This is an optimization exercise on Yosys and OpenROAD, whose aim is a short achievable clock period and few clock cycles, not a production implementation. The RTL was checked by simulation tests, not by an equivalence proof against the original design. No activity file was given, so power comes from the tool's default toggle rates.

==> design.v <==
module decoder(
    input  [31:0] ir,
    output isR, isI, isLW, isSW, isBEQ, isJAL, isLUI,
    output useRs1, useRs2, wr,
    output [2:0] aluop,
    output [31:0] imm
);
    wire [6:0] op = ir[6:0];
    assign isR   = (op == 7'b0110011);
    assign isI   = (op == 7'b0010011);
    assign isLW  = (op == 7'b0000011);
    assign isSW  = (op == 7'b0100011);
    assign isBEQ = (op == 7'b1100011);
    assign isJAL = (op == 7'b1101111);
    assign isLUI = (op == 7'b0110111);
    assign useRs1 = isR | isI | isLW | isSW | isBEQ;
    assign useRs2 = isR | isSW | isBEQ;
    assign wr = (isR | isI | isLW | isJAL | isLUI) & (ir[11:7] != 5'd0);
    reg [2:0] aop;
    always @(*) begin
        aop = 3'b000;
        if (isR | isI) begin
            case (ir[14:12])
                3'b000: aop = (isR & ir[30]) ? 3'b001 : 3'b000;
                3'b001: aop = 3'b110;
                3'b010: aop = 3'b101;
                3'b110: aop = 3'b011;
                3'b111: aop = 3'b010;
                default: aop = 3'b000;
            endcase
        end
    end
    assign aluop = aop;
    assign imm = isSW  ? {{20{ir[31]}}, ir[31:25], ir[11:7]} :
                 isLUI ? {ir[31:12], 12'b0} :
                         {{20{ir[31]}}, ir[31:20]};
endmodule
module predec(
    input  [31:0] ir,
    output [143:0] pd
);
    wire isR, isI, isLW, isSW, isBEQ, isJAL, isLUI, useRs1, useRs2, wr;
    wire [2:0] aluop;
    wire [31:0] imm;
    decoder dec(
        .ir(ir), .isR(isR), .isI(isI), .isLW(isLW), .isSW(isSW), .isBEQ(isBEQ),
        .isJAL(isJAL), .isLUI(isLUI), .useRs1(useRs1), .useRs2(useRs2), .wr(wr),
        .aluop(aluop), .imm(imm)
    );
    wire sub = (aluop == 3'b001) | (aluop == 3'b101);
    wire opok = ~aluop[2];
    wire fz = isR | isI | isLUI | isSW;
    wire [31:0] off = isJAL ? {{12{ir[31]}}, ir[19:12], ir[20], ir[30:21], 1'b0}
                            : {{20{ir[31]}}, ir[7], ir[30:25], ir[11:8], 1'b0};
    wire [31:0] s1 = 32'd1 << ir[19:15];
    wire [31:0] s2 = 32'd1 << ir[24:20];
    assign pd = {isR, isI, isLW, isSW, isBEQ, isJAL, isLUI, useRs1, useRs2, wr, aluop, sub, opok, fz,
                 imm, off, s1, s2};
endmodule
module datapath(
    input clk, reset,
    output [31:0] PC,
    input [31:0] Instr,
    output MemWrite,
    output [31:0] ALUResult, WriteData,
    input [31:0] ReadData
);
    genvar gi;
    reg [31:0] pcF, pcFn;
    wire [31:0] pcFi = ~pcFn;
    reg        vD;
    reg [31:0] irD, pcD, pc4D;
    reg [143:0] pdD;
    reg        foldD;
    reg        fuD, bprD;
    reg [31:0] bwD, bpc4D, btgD;
    reg        daD, dbD, bsmD;
    reg [4:0]  rkD;
    reg [31:0] skD;
    reg        vE, wrE, ldE, swE, fzE;
    reg [4:0]  rdE;
    reg [2:0]  opE;
    reg [31:0] aE, bE, bxE, sE, pcE;
    reg        subE;
    reg        laE, lbE, lsE;
    reg        fuE, fpE, bprE, bsmE;
    reg [31:0] bvkE, btgE, btg4E, bpc4E, bpc8E;
    reg        wrM, ldM, swM;
    reg [4:0]  rdM;
    reg [31:0] rM, rMn, wdM;
    wire [31:0] rMi = ~rMn;
    reg        vW;
    reg [4:0]  rdW;
    reg [31:0] ldW;
    assign PC = pcF;
    assign ALUResult = rM;
    assign WriteData = wdM;
    assign MemWrite = swM;
    wire [31:0] pcF4;
    inc4 incF(.x(pcFi), .y(pcF4));
    wire [2:0] fidx = pcFi[4:2];
    wire lowF = (pcFi[31:12] == 20'd0);
    wire        fld_v   [0:7];
    wire [6:0]  fld_tag [0:7];
    wire [9:0]  fld_tgt [0:7];
    wire ghit = fld_v[fidx] & (fld_tag[fidx] == pcFi[11:5]) & lowF;
    wire [31:0] gtgtF = {20'd0, fld_tgt[fidx], 2'b00};
    wire        ft_v   [0:7];
    wire [6:0]  ft_tag [0:7];
    wire [31:0] ft_bw  [0:7];
    wire [9:0]  ft_bp4 [0:7];
    wire [9:0]  ft_tgt [0:7];
    wire [1:0]  ft_ctr [0:7];
    wire        ft_tkv [0:7];
    wire [31:0] ft_tki [0:7];
    wire        ft_ntv [0:7];
    wire [31:0] ft_nti [0:7];
    wire hhit = ft_v[fidx] & (ft_tag[fidx] == pcFi[11:5]) & lowF;
    wire hpt = ft_ctr[fidx][1];
    wire [31:0] hbpc4 = {20'd0, ft_bp4[fidx], 2'b00};
    wire [31:0] htgt = {20'd0, ft_tgt[fidx], 2'b00};
    wire foldF = ~hhit & ghit;
    wire [31:0] predF = hhit ? (hpt ? htgt : hbpc4) :
                        ghit ? gtgtF : pcF4;
    wire isR, isI, isLW, isSW, isBEQ, isJAL, isLUI, useRs1, useRs2, wrD, subD, opok, fzD;
    wire [2:0] aluopD;
    wire [31:0] immD, offD, s1D, s2D;
    assign {isR, isI, isLW, isSW, isBEQ, isJAL, isLUI, useRs1, useRs2, wrD, aluopD, subD, opok, fzD,
            immD, offD, s1D, s2D} = pdD;
    wire [143:0] pdF;
    predec pF(.ir(Instr), .pd(pdF));
    wire [31:0] bwF = ft_bw[fidx];
    wire [4:0] rb1F = bwF[19:15];
    wire [4:0] rb2F = bwF[24:20];
    wire wrF = pdF[134];
    wire daF = wrF & (Instr[11:7] == rb1F);
    wire dbF = wrF & (Instr[11:7] == rb2F);
    wire [4:0] rkF = daF ? rb2F : rb1F;
    wire [4:0] rs1 = irD[19:15];
    wire [4:0] rs2 = irD[24:20];
    wire [4:0] rdD = irD[11:7];
    wire [31:0] rfv [0:31];
    assign rfv[0] = 32'd0;
    wire weM = wrM & ~ldM;
    generate
        for (gi = 1; gi < 32; gi = gi + 1) begin : rf
            reg [31:0] r;
            always @(posedge clk) begin
                if (weM && rdM == gi)
                    r <= rMi;
                else if (vW && rdW == gi)
                    r <= ldW;
            end
            assign rfv[gi] = r;
        end
    endgenerate
    wire [31:0] resE;
    wire e1 = wrE & (rdE == rs1);
    wire e2 = wrE & (rdE == rs2);
    wire m1 = wrM & (rdM == rs1);
    wire m2 = wrM & (rdM == rs2);
    wire w1 = vW & (rdW == rs1);
    wire w2 = vW & (rdW == rs2);
    reg [31:0] rd1, rd2;
    integer ri;
    always @(*) begin
        rd1 = 32'd0;
        rd2 = 32'd0;
        for (ri = 1; ri < 32; ri = ri + 1) begin
            rd1 = rd1 | (rfv[ri] & {32{s1D[ri]}});
            rd2 = rd2 | (rfv[ri] & {32{s2D[ri]}});
        end
    end
    wire [31:0] o1 = (m1 & ~ldM) ? rMi : w1 ? ldW : rd1;
    wire [31:0] o2 = (m2 & ~ldM) ? rMi : w2 ? ldW : rd2;
    wire [31:0] fwd1 = e1 ? resE : o1;
    wire [31:0] fwd2 = e2 ? resE : o2;
    wire l1 = ~e1 & m1 & ldM;
    wire l2 = ~e2 & m2 & ldM;
    wire eqE;
    wire same = (rs1 == rs2);
    wire [31:0] kD = e1 ? o2 : o1;
    wire eq = same | ((e1 | e2) ? eqE : (o1 == o2));
    wire da = daD;
    wire db = dbD;
    wire [4:0] rk = rkD;
    wire ek = wrE & (rdE == rk);
    wire mk = wrM & (rdM == rk);
    wire wk = vW & (rdW == rk);
    reg [31:0] rdk;
    always @(*) begin
        rdk = 32'd0;
        for (ri = 1; ri < 32; ri = ri + 1)
            rdk = rdk | (rfv[ri] & {32{skD[ri]}});
    end
    wire [31:0] bvkR = (mk & ~ldM) ? rMi : wk ? ldW : rdk;
    wire [31:0] bvk = ek ? resE : bvkR;
    wire kdep = da & db;
    wire stallB = fuD & ~kdep & ((ek & ldE) | (~ek & mk & ldM));
    wire stall = vD & ( (ldE & ((useRs1 & e1) | (useRs2 & e2)))
                      | (isBEQ & (l1 | l2))
                      | stallB );
    wire [31:0] tgtD;
    ksadd addT(.a(pcD), .b(offD), .cin(1'b0), .s(tgtD));
    wire tgtok;
    addeq eqT(.a(pcD), .b(offD), .k(pcFi), .eq(tgtok));
    wire mt = ~tgtok;
    wire mn = (pc4D != pcFi);
    wire takenD = isJAL | (isBEQ & eq);
    wire go = vD & ~stall;
    wire mispD = go & ~fuD & (takenD ? mt : (mn & ~foldD));
    wire [31:0] nextD = takenD ? tgtD : pc4D;
    wire [2:0] didx = pcD[4:2];
    wire rslv = opok & ~(useRs1 & (e1 | l1)) & ~(isR & (e2 | l2)) & (kdep | ~(ek | (mk & ldM)));
    wire [31:0] aRD = isLUI ? 32'd0 : o1;
    wire [31:0] bRD = isR ? o2 : immD;
    wire [31:0] bxRD = subD ? ~bRD : bRD;
    wire eqKD;
    rescmp cmpF(.a(aRD), .b(bRD), .bx(bxRD), .sub(subD), .lt(1'b0), .shl(32'd0), .op(aluopD), .k(bvkR), .eq(eqKD));
    wire eqBD = bsmD | eqKD;
    wire [31:0] btg4D, bpc8D;
    inc4 incB1(.x(btgD), .y(btg4D));
    inc4 incB2(.x(bpc4D), .y(bpc8D));
    wire [31:0] nextFD = eqBD ? btgD : bpc4D;
    wire [31:0] next4FD = eqBD ? btg4D : bpc8D;
    wire fdhit = ft_v[didx] & (ft_tag[didx] == pcD[11:5]) & (pcD[31:12] == 20'd0);
    wire altvFD = fdhit & (eqBD ? ft_tkv[didx] : ft_ntv[didx]);
    wire [31:0] altiFD = eqBD ? ft_tki[didx] : ft_nti[didx];
    wire [143:0] pdTFD, pdNFD;
    predec pTFD(.ir(ft_tki[didx]), .pd(pdTFD));
    predec pNFD(.ir(ft_nti[didx]), .pd(pdNFD));
    wire misFD = go & fuD & rslv & (eqBD != bprD);
    wire eqKB;
    wire eqB = bsmE | eqKB;
    wire mispB = fuE & (eqB != bprE);
    wire [31:0] nextB = eqB ? btgE : bpc4E;
    wire [31:0] next4B = eqB ? btg4E : bpc8E;
    wire [2:0] eidx = pcE[4:2];
    wire ehit = ft_v[eidx] & (ft_tag[eidx] == pcE[11:5]) & (pcE[31:12] == 20'd0);
    wire altvB = ehit & (eqB ? ft_tkv[eidx] : ft_ntv[eidx]);
    wire [31:0] altiB = eqB ? ft_tki[eidx] : ft_nti[eidx];
    wire [143:0] pdTB, pdNB;
    predec pTB(.ir(ft_tki[eidx]), .pd(pdTB));
    predec pNB(.ir(ft_nti[eidx]), .pd(pdNB));
    wire goK = go & ~mispB;
    wire [240:0] gD = {irD, pdD, foldD, pcD, pc4D};
    wire [240:0] gF = {Instr, pdF, foldF, pcFi, pcF4};
    wire [240:0] gNS = stall ? gD : gF;
    wire [240:0] gTFD = {ft_tki[didx], pdTFD, 1'b0, btgD, btg4D};
    wire [240:0] gNFD = {ft_nti[didx], pdNFD, 1'b0, bpc4D, bpc8D};
    wire [240:0] gTB = {ft_tki[eidx], pdTB, 1'b0, btgE, btg4E};
    wire [240:0] gNB = {ft_nti[eidx], pdNB, 1'b0, bpc4E, bpc8E};
    wire fdc = go & fuD & rslv;
    wire [240:0] gY1 = (fdc & ~bprD) ? gTFD : gNS;
    wire [240:0] gY0 = (fdc & bprD) ? gNFD : gNS;
    wire [240:0] gVD = eqBD ? gY1 : gY0;
    wire [240:0] gW1 = (fuE & ~bprE) ? gTB : gVD;
    wire [240:0] gW0 = (fuE & bprE) ? gNB : gVD;
    always @(posedge clk)
        {irD, pdD, foldD, pcD, pc4D} <= eqB ? gW1 : gW0;
    always @(posedge clk) begin
        if (!stall) begin
            bprD <= hpt;
            bwD <= ft_bw[fidx];
            daD <= daF;
            dbD <= dbF;
            bsmD <= (rb1F == rb2F);
            rkD <= rkF;
            skD <= 32'd1 << rkF;
            bpc4D <= hbpc4;
            btgD <= htgt;
        end
    end
    wire dnc = go & ~fuD;
    wire [31:0] PN = stall ? pcFi : predF;
    wire vN = stall ? vD : 1'b1;
    wire altvT = fdhit & ft_tkv[didx];
    wire altvN = fdhit & ft_ntv[didx];
    wire [31:0] P1 = (dnc & mt) ? tgtD : PN;
    wire [31:0] P0 = (dnc & mn & ~foldD) ? pc4D : PN;
    wire [31:0] Q1 = (fdc & ~bprD) ? (altvT ? btg4D : btgD) : PN;
    wire [31:0] Q0 = (fdc & bprD) ? (altvN ? bpc8D : bpc4D) : PN;
    wire v1 = (dnc & mt) ? 1'b0 : vN;
    wire v0 = (dnc & mn & ~foldD) ? 1'b0 : vN;
    wire u1 = (fdc & ~bprD) ? altvT : vN;
    wire u0 = (fdc & bprD) ? altvN : vN;
    wire [31:0] PD = fuD ? (eqBD ? Q1 : Q0) : (takenD ? P1 : P0);
    wire vDd = fuD ? (eqBD ? u1 : u0) : (takenD ? v1 : v0);
    wire altvTB = ehit & ft_tkv[eidx];
    wire altvNB = ehit & ft_ntv[eidx];
    wire [31:0] R1 = (fuE & ~bprE) ? (altvTB ? btg4E : btgE) : PD;
    wire [31:0] R0 = (fuE & bprE) ? (altvNB ? bpc8E : bpc4E) : PD;
    wire x1 = (fuE & ~bprE) ? altvTB : vDd;
    wire x0 = (fuE & bprE) ? altvNB : vDd;
    always @(posedge clk) begin
        if (reset) begin
            pcF <= 32'd0;
            pcFn <= 32'hffffffff;
            vD <= 1'b0;
            fuD <= 1'b0;
        end else begin
            pcF <= eqB ? R1 : R0;
            pcFn <= ~(eqB ? R1 : R0);
            vD <= eqB ? x1 : x0;
            fuD <= ~(mispB | misFD | mispD) & (stall ? fuD : hhit);
        end
    end
    reg ufold;
    always @(posedge clk)
        ufold <= foldD;
    wire [31:0] uins = vD ? irD : Instr;
    reg        gwe;
    reg [9:0]  gkey, gtgt;
    always @(posedge clk) begin
        if (reset)
            gwe <= 1'b0;
        else
            gwe <= goK & isJAL & (rdD == 5'd0) & ~fuD
                   & (pcDm4[31:12] == 20'd0) & (tgtD[31:12] == 20'd0);
    end
    wire [31:0] pcDm4 = pcD - 32'd4;
    always @(posedge clk) begin
        gkey <= pcDm4[11:2];
        gtgt <= tgtD[11:2];
    end
    generate
        for (gi = 0; gi < 8; gi = gi + 1) begin : fld
            reg        v;
            reg [6:0]  tag;
            reg [9:0]  tgt;
            always @(posedge clk) begin
                if (reset)
                    v <= 1'b0;
                else if (gwe && gkey[2:0] == gi)
                    v <= 1'b1;
            end
            always @(posedge clk) begin
                if (gwe && gkey[2:0] == gi) begin
                    tag <= gkey[9:3];
                    tgt <= gtgt;
                end
            end
            assign fld_v[gi] = v;
            assign fld_tag[gi] = tag;
            assign fld_tgt[gi] = tgt;
        end
    endgenerate
    reg        ctk;
    reg        cwe;
    reg [9:0]  ckey, cbp4, ctgt;
    reg [31:0] cbw;
    always @(posedge clk) begin
        if (reset)
            cwe <= 1'b0;
        else
            cwe <= goK & isBEQ & ~fuD & vE & fzE & ~fpE & (e1 | e2)
                   & (pcE[31:12] == 20'd0) & (pc4D[31:12] == 20'd0) & (tgtD[31:12] == 20'd0);
    end
    always @(posedge clk) begin
        ctk <= takenD;
        ckey <= pcE[11:2];
        cbp4 <= pc4D[11:2];
        ctgt <= tgtD[11:2];
        cbw <= irD;
    end
    reg        rwe, rtk, rmis, rsv;
    reg [9:0]  rkey;
    reg [31:0] rsw;
    always @(posedge clk) begin
        if (reset)
            rwe <= 1'b0;
        else
            rwe <= fuE;
    end
    always @(posedge clk) begin
        rtk <= eqB;
        rmis <= mispB;
        rkey <= pcE[11:2];
        rsw <= irD;
        rsv <= vD;
    end
    wire [31:0] rins = rmis ? uins : rsw;
    wire rinsv = rmis | rsv;
    reg        qwe, qtk;
    reg [9:0]  qkey;
    always @(posedge clk) begin
        if (reset)
            qwe <= 1'b0;
        else
            qwe <= goK & fuD & rslv;
    end
    always @(posedge clk) begin
        qtk <= eqBD;
        qkey <= pcD[11:2];
    end
    wire mwe = rwe | qwe;
    wire [9:0] mkey = rwe ? rkey : qkey;
    wire mtk = rwe ? rtk : qtk;
    wire [31:0] mins = rwe ? rins : uins;
    wire minsv = rwe ? rinsv : 1'b1;
    wire mhit = ft_v[mkey[2:0]] & (ft_tag[mkey[2:0]] == mkey[9:3]);
    wire [1:0] mctr = ft_ctr[mkey[2:0]];
    wire [1:0] mnctr = mtk ? ((mctr == 2'b11) ? 2'b11 : mctr + 2'b01)
                           : ((mctr == 2'b00) ? 2'b00 : mctr - 2'b01);
    generate
        for (gi = 0; gi < 8; gi = gi + 1) begin : ft
            reg        v, tkv, ntv;
            reg [6:0]  tag;
            reg [31:0] bw, tki, nti;
            reg [9:0]  bp4, tgt;
            reg [1:0]  ctr;
            always @(posedge clk) begin
                if (reset) begin
                    v <= 1'b0;
                    tkv <= 1'b0;
                    ntv <= 1'b0;
                end else if (cwe && ckey[2:0] == gi) begin
                    v <= 1'b1;
                    tkv <= ctk;
                    ntv <= ~ctk & ~ufold;
                end else if (mwe && mhit && mkey[2:0] == gi) begin
                    if (mtk)
                        tkv <= minsv;
                    else
                        ntv <= minsv;
                end
            end
            always @(posedge clk) begin
                if (cwe && ckey[2:0] == gi) begin
                    tag <= ckey[9:3];
                    bw <= cbw;
                    bp4 <= cbp4;
                    tgt <= ctgt;
                    ctr <= ctk ? 2'b10 : 2'b01;
                    if (ctk)
                        tki <= uins;
                    else
                        nti <= uins;
                end else if (mwe && mhit && mkey[2:0] == gi) begin
                    ctr <= mnctr;
                    if (mtk)
                        tki <= mins;
                    else
                        nti <= mins;
                end
            end
            assign ft_v[gi] = v;
            assign ft_tag[gi] = tag;
            assign ft_bw[gi] = bw;
            assign ft_bp4[gi] = bp4;
            assign ft_tgt[gi] = tgt;
            assign ft_ctr[gi] = ctr;
            assign ft_tkv[gi] = tkv;
            assign ft_tki[gi] = tki;
            assign ft_ntv[gi] = ntv;
            assign ft_nti[gi] = nti;
        end
    endgenerate
    wire [31:0] bD = isR ? fwd2 : isJAL ? 32'd4 : immD;
    always @(posedge clk) begin
        if (reset) begin
            vE <= 1'b0;
            wrE <= 1'b0;
            ldE <= 1'b0;
            swE <= 1'b0;
            fuE <= 1'b0;
            fpE <= 1'b0;
            fzE <= 1'b0;
        end else begin
            vE <= goK;
            wrE <= goK & wrD;
            ldE <= goK & isLW;
            swE <= goK & isSW;
            fuE <= goK & fuD & ~rslv;
            fpE <= goK & fuD;
            fzE <= fzD;
        end
    end
    always @(posedge clk) begin
        if (go) begin
            rdE <= rdD;
            opE <= aluopD;
            pcE <= pcD;
            aE <= isJAL ? pcD : isLUI ? 32'd0 : fwd1;
            bE <= bD;
            bxE <= subD ? ~bD : bD;
            subE <= subD;
            sE <= fwd2;
            laE <= l1 & ~isJAL & ~isLUI;
            lbE <= l2 & isR;
            lsE <= l2;
            bprE <= bprD;
            bsmE <= bsmD;
            bvkE <= bvk;
            btgE <= btgD;
            btg4E <= btg4D;
            bpc4E <= bpc4D;
            bpc8E <= bpc8D;
        end
    end
    wire [31:0] opA = laE ? ldW : aE;
    wire [31:0] opB = lbE ? ldW : bE;
    wire [31:0] opS = lsE ? ldW : sE;
    wire sub = subE;
    wire [31:0] bx = lbE ? (ldW ^ {32{subE}}) : bxE;
    wire [31:0] sum;
    ksadd addE(.a(opA), .b(bx), .cin(sub), .s(sum));
    wire lt = (opA[31] ^ opB[31]) ? opA[31] : sum[31];
    wire [31:0] shl = opA << opB[4:0];
    reg [31:0] res;
    always @(*) begin
        case (opE)
            3'b010: res = opA & opB;
            3'b011: res = opA | opB;
            3'b101: res = {31'd0, lt};
            3'b110: res = shl;
            default: res = sum;
        endcase
    end
    assign resE = res;
    rescmp cmpD(.a(opA), .b(opB), .bx(bx), .sub(sub), .lt(lt), .shl(shl), .op(opE), .k(kD), .eq(eqE));
    rescmp cmpB(.a(opA), .b(opB), .bx(bx), .sub(sub), .lt(lt), .shl(shl), .op(opE), .k(bvkE), .eq(eqKB));
    always @(posedge clk) begin
        if (reset) begin
            wrM <= 1'b0;
            ldM <= 1'b0;
            swM <= 1'b0;
        end else begin
            wrM <= wrE;
            ldM <= ldE;
            swM <= swE;
        end
    end
    always @(posedge clk) begin
        rdM <= rdE;
        rM <= resE;
        rMn <= ~resE;
        wdM <= opS;
    end
    always @(posedge clk) begin
        if (reset)
            vW <= 1'b0;
        else
            vW <= wrM & ldM;
    end
    always @(posedge clk) begin
        rdW <= rdM;
        ldW <= ReadData;
    end
endmodule
module rescmp(
    input [31:0] a, b, bx,
    input sub, lt,
    input [31:0] shl,
    input [2:0] op,
    input [31:0] k,
    output reg eq
);
    wire [31:0] tk = a ^ bx ^ k;
    wire [31:0] mj = (a & bx) | (a & tk) | (bx & tk);
    wire eqadd = ~(tk[0] ^ sub) & (&(tk[31:1] ~^ mj[30:0]));
    always @(*) begin
        case (op)
            3'b010: eq = ~|((a & b) ^ k);
            3'b011: eq = ~|((a | b) ^ k);
            3'b101: eq = (k == {31'd0, lt});
            3'b110: eq = (shl == k);
            default: eq = eqadd;
        endcase
    end
endmodule
module ksadd(
    input [31:0] a, b,
    input cin,
    output [31:0] s
);
    wire [31:0] p = a ^ b;
    wire [31:0] g = a & b;
    wire [31:0] gl [0:5];
    wire [31:0] pl [0:5];
    assign gl[0] = {g[31:1], g[0] | (p[0] & cin)};
    assign pl[0] = p;
    genvar l, i;
    generate
        for (l = 0; l < 5; l = l + 1) begin : lv
            for (i = 0; i < 32; i = i + 1) begin : bt
                if (i >= (1 << l)) begin : cb
                    assign gl[l+1][i] = gl[l][i] | (pl[l][i] & gl[l][i - (1 << l)]);
                    assign pl[l+1][i] = pl[l][i] & pl[l][i - (1 << l)];
                end else begin : pt
                    assign gl[l+1][i] = gl[l][i];
                    assign pl[l+1][i] = pl[l][i];
                end
            end
        end
    endgenerate
    assign s = p ^ {gl[5][30:0], cin};
endmodule
module inc4(
    input [31:0] x,
    output [31:0] y
);
    genvar i;
    assign y[1:0] = x[1:0];
    assign y[2] = ~x[2];
    generate
        for (i = 3; i < 32; i = i + 1) begin : bt
            assign y[i] = x[i] ^ (&x[i-1:2]);
        end
    endgenerate
endmodule
module addeq(
    input [31:0] a, b, k,
    output eq
);
    wire [31:0] t = a ^ b ^ k;
    wire [31:0] m = (a & b) | (a & t) | (b & t);
    assign eq = ~t[0] & (&(t[31:1] ~^ m[30:0]));
endmodule
module riscvsingle(
    input clk, reset,
    output [31:0] PC,
    input [31:0] Instr,
    output MemWrite,
    output [31:0] ALUResult, WriteData,
    input [31:0] ReadData
);
    datapath dp(
        .clk(clk),
        .reset(reset),
        .PC(PC),
        .Instr(Instr),
        .MemWrite(MemWrite),
        .ALUResult(ALUResult),
        .WriteData(WriteData),
        .ReadData(ReadData)
    );
endmodule
==> flow/run.sh <==
#!/bin/bash
# Standard ORFS layout, with timing repair asked to leave extra setup slack
# (the clock and I/O constraints are the standard flow's, unchanged).
set -euo pipefail
bash standard.sh SETUP_SLACK_MARGIN=20 finish > make.log 2>&1
==> standard.sh <==
#!/bin/bash
# synth_recipe.tcl (not shown) runs the flow's synth.tcl, then flattens the netlist and writes it again
# the make line also repeats each setting of config.mk as NAME=value (left out here)
make -C /OpenROAD-flow-scripts/flow DESIGN_CONFIG=/design/flow/config.mk WORK_HOME=/design/flow/orfs CLKGATE_MAP_FILE= SYNTH_SCRIPT=/design/flow/synth_recipe.tcl "${@:-finish}"
==> config.mk <==
export PLATFORM = sky130hd
export DESIGN_NAME = riscvsingle
export DESIGN_NICKNAME = riscvsingle
export VERILOG_FILES = /design/flow/design.v
export SDC_FILE = /design/flow/constraint.sdc
export NUM_CORES = 4
export LEC_CHECK = 0
export CAP_MARGIN = 20
export CORE_MARGIN = 2
export CORE_UTILIZATION = 20
export PLACE_DENSITY = 0.3
export SLEW_MARGIN = 20
==> constraint.sdc <==
create_clock -name core_clock -period 26.0 [get_ports {clk}]
set_input_delay 5.2000 -clock core_clock [delete_from_list [all_inputs] [get_ports {clk}]]
set_output_delay 5.2000 -clock core_clock [all_outputs]
set_load 0.01 [all_outputs]
==> metrics.yaml <==
status:
  status: "no timing/DRC/antenna violations"
finish:
  area_growth_pct: 29.19
  layout.nets: 18165
  drive_gt1_frac: 0.2303
  fillers: 88547
  final_common_cell: "edfxtp_1"
  final_cell_mix: "edfxtp_1 (2258), nor2_1 (1597), nand2_1 (1435)"
  finalInstanceArea_mm2: 0.2155
cts:
  cts_buffer_depth: 4
  cts-buffers-inserted: 370
  cts_tree: "built"
  root_buffer: "clkbuf_16"
  ctsHoldBuffers: 0
  clk_pin_slew_worst_paths_ns: 0.06
  htree_levels: 5
  clock_latency_ns: 1.14
  clkSinkCount: 2835
pwr:
  p_leak_nw: 73.46
  finalPower_mw: 19.28
  p_per_area_mw_per_mm2: 89.45
  peakVddDrop_v: 0.00006043
floorplan:
  core_mm2: 0.8316
  dieArea_mm2: 0.8414
  die_w_um: 917.3
  io_pins: 163
  fp-row-count: 335
  die_h_um: 917.3
  start_util: 0.2006
grt:
  grt_max_degree: 115
  grt_overflow: 0
  grt_pass1_vias: 157794
  antenna_found_initial: 172
  grtUsageTotal: 0.3041
  grt_pass1_wl_um: 1712000
detailed_routing:
  viasPerCell: 5.913
  vias: 174216
  routedWlPerCell_um: 45.77
  antenna_left: 0
  first_iter_violations: 28818
  drc: 0
  detail_route.first_pass.iterations: 13
  wl_um: 1348000
yosys:
  ys.flop_type: "edfxtp_1"
  syn_area_mm2: 0.1668
  synth_area_per_cell_um2: 9.587
  yosys-top-cells-area: "edfxtp_1 (41%), dfxtp_1 (6.9%), a22oi_1 (5.4%)"
  synth-seq-cells: 2835
  yosysTopAreaCellShare: 0.4065
  synth.distinct_cells: 116
  synth_warnings: 4
  ys_seq_area_frac: 0.4757
  yosys.area.top_type: "edfxtp_1"
  synth-edff-count: 2258
  synth_fp_nets: 17679
  postSynthCellCount: 17401
  async_reset_ff_frac: 0
timing:
  slew_headroom: 0.1212
  fin_crit_sh: 0.2600
  setup_viol: 0
  setup_tns_ns: 0
  max_slew.worst_pin.slew_ns: 1.318
  clock_skew_ns: 0.1345
  maxSlewViolCount: 0
  min_period_ns: 6.761
  rsz0062_at_grt: "yes"
  fmax_mhz: 147.9
  hold_violations: 0
  worst_hold_slack_ns: 0.3864
setup_path:
  crit_fanout: 1
  crit_path_start_kind: "flop"
  path_class: "reg2out"
  cp_data_required_time_ns: 20.80
  crit_chain: "buf_6"
  worstPathBufferInverterCount: 1
  crit_family: "flip-flops"
  slowest_delay_ns: 0.39
  worstSetupEndpointType: "primary output"
  arrival_ns: 1.56
  crit_path_top_delay_cell: "dfxtp_4"
hold_path:
  hold_path_class: "reg2reg"
run:
  cap_violations: 0
placement:
  place_congestion: 0.9494
  hpwl_um: 859800
  io_buffer_count: 162
  placed_area_mm2: 0.1854
## cell usage after synthesis, drive strengths merged, types with 32 or more instances
| cell type | instances |
|---|---|
| a211oi | 89 |
| a21o | 60 |
| a21oi | 1448 |
| a221oi | 309 |
| a222oi | 223 |
| a22o | 251 |
| a22oi | 1191 |
| a31oi | 159 |
| and2 | 47 |
| and3 | 96 |
| and4 | 32 |
| buf | 368 |
| clkbuf | 1272 |
| dfxtp | 577 |
| edfxtp | 2258 |
| fa | 127 |
| ha | 85 |
| inv | 396 |
| mux2 | 209 |
| mux2i | 363 |
| mux4 | 42 |
| nand2 | 1511 |
| nand2b | 73 |
| nand3 | 396 |
| nand4 | 369 |
| nor2 | 1772 |
| nor2b | 72 |
| nor3 | 267 |
| nor3b | 32 |
| nor4 | 126 |
| o2111ai | 58 |
| o211ai | 105 |
| o21a | 89 |
| o21ai | 1245 |
| o21bai | 41 |
| o221ai | 133 |
| o22ai | 167 |
| o31ai | 67 |
| or2 | 42 |
| or3 | 100 |
| or4 | 44 |
| xnor2 | 318 |
| xor2 | 368 |
## layer usage
metal	vias to the layer above	global-route usage	share of wire
met5	-	0.0007858	0.00023
met4	34	0.1707	0.071
met3	3523	0.08752	0.10
met2	13291	0.4445	0.42
met1	89744	0.4013	0.41
li1	67624	-	-
## what timing repair did
action                     in CTS  in global routing
setup buffers                 502                161
resized for setup            2058                794
pin swaps                     354                388
setup endpoints to repair     805                712
gates cloned                   74                 22
## cells by family after synthesis
family          Yosys count  share of synthesized area
xor+xnor                686                    0.03602
compound gates         5983                     0.2390
buf+inv                2041                    0.04767
simple gates           5029                     0.1367
mux                     614                    0.04326
fa+ha+maj               213                    0.02168
flops                  2835                     0.4757
## cell type report
class                      count  area, um^2  share of cell area
clock inverter               197        1912            0.008871
antenna                      135       337.8            0.001568
sequential                  2835       79890              0.3707
clock buffer                 494       10040             0.04659
multi-input combinational  12536       88790              0.4120
timing repair buffer        1734       18850             0.08748
tap                        11121       13910             0.06457
inverter                     401        1617            0.007501
timing repair inverter         9       157.7           0.0007315
## worst paths after layout
kind | from | endpoint | slack [ns] | depth (start not counted)
setup reg to reg | dp.pdD[25] | dp.pcF[10] | 19.36 | 23
setup / recovery | dp.pcF[6] | PC[6] | 19.24 | 1
hold reg to reg | dp.pcE[5] | dp.rkey[3] | 0.39 | 0
hold / removal | dp.pcE[5] | dp.rkey[3] | 0.39 | 0
## through the flow
step,utilization,std cells,setup slack (ns)
final,0.2591,29462,19.24
after global routing,0.2588,29346,19.19
after CTS,0.2522,29144,19.15
after detailed placement,0.2229,27877,15.94
after global placement,0.2226,27865,15.24
after floorplan,-,17401,18.64
## registers in the layout, indices dropped and copies added, names as in the netlist, 56 cells and up
signal and cells:
dp.ft.tgt 80, dp.fld.tag 56, dp.pdD 141, dp.ft.bw 80, dp.ft.tag 56, dp.ft.tki 256, dp.fld.tgt 80, dp.ft.nti 256
dp.ft.bp4 80, dp.rf.r 992
## power by group
group | switching, mW | internal [mW]
Combinational | 5.73 | 2.36
Sequential | 0.576 | 5.30
Clock | 2.38 | 2.93
Total | 8.69 | 10.6
Testbench counts, summed over its fixed seeds: cycles 37,622.

port drivers added, routing unchanged:
How much do the figures lean on ideal ports? The routed layout below was timed once more, with nothing changed but the port constraints.
Step 1 assumes that a clkbuf_16 drives the clock port and a buf_2 every other input.
Step 2 adds t to the input delays and takes it off the output delays; t is the mean of the earliest and latest rising clock arrival at the registers after step 1. Input paths then give back, and output paths get back, about the clock's delay inside the block.
Three values: no drivers, after step 1, after step 2; two values: the first two.
t (ns): 1.212
slack for setup (ns): 19.239 / 19.097 / 18.137
worst hold slack (ns): 0.386 / 0.386 / 0.386
worst data-port slew with drivers (ns): 0.33
pins driven straight from the clock port: 1
After both steps this run still meets setup and hold. For this run, drivers alone change the setup slack by -0.142 ns; drivers and shift together by -1.102 ns.
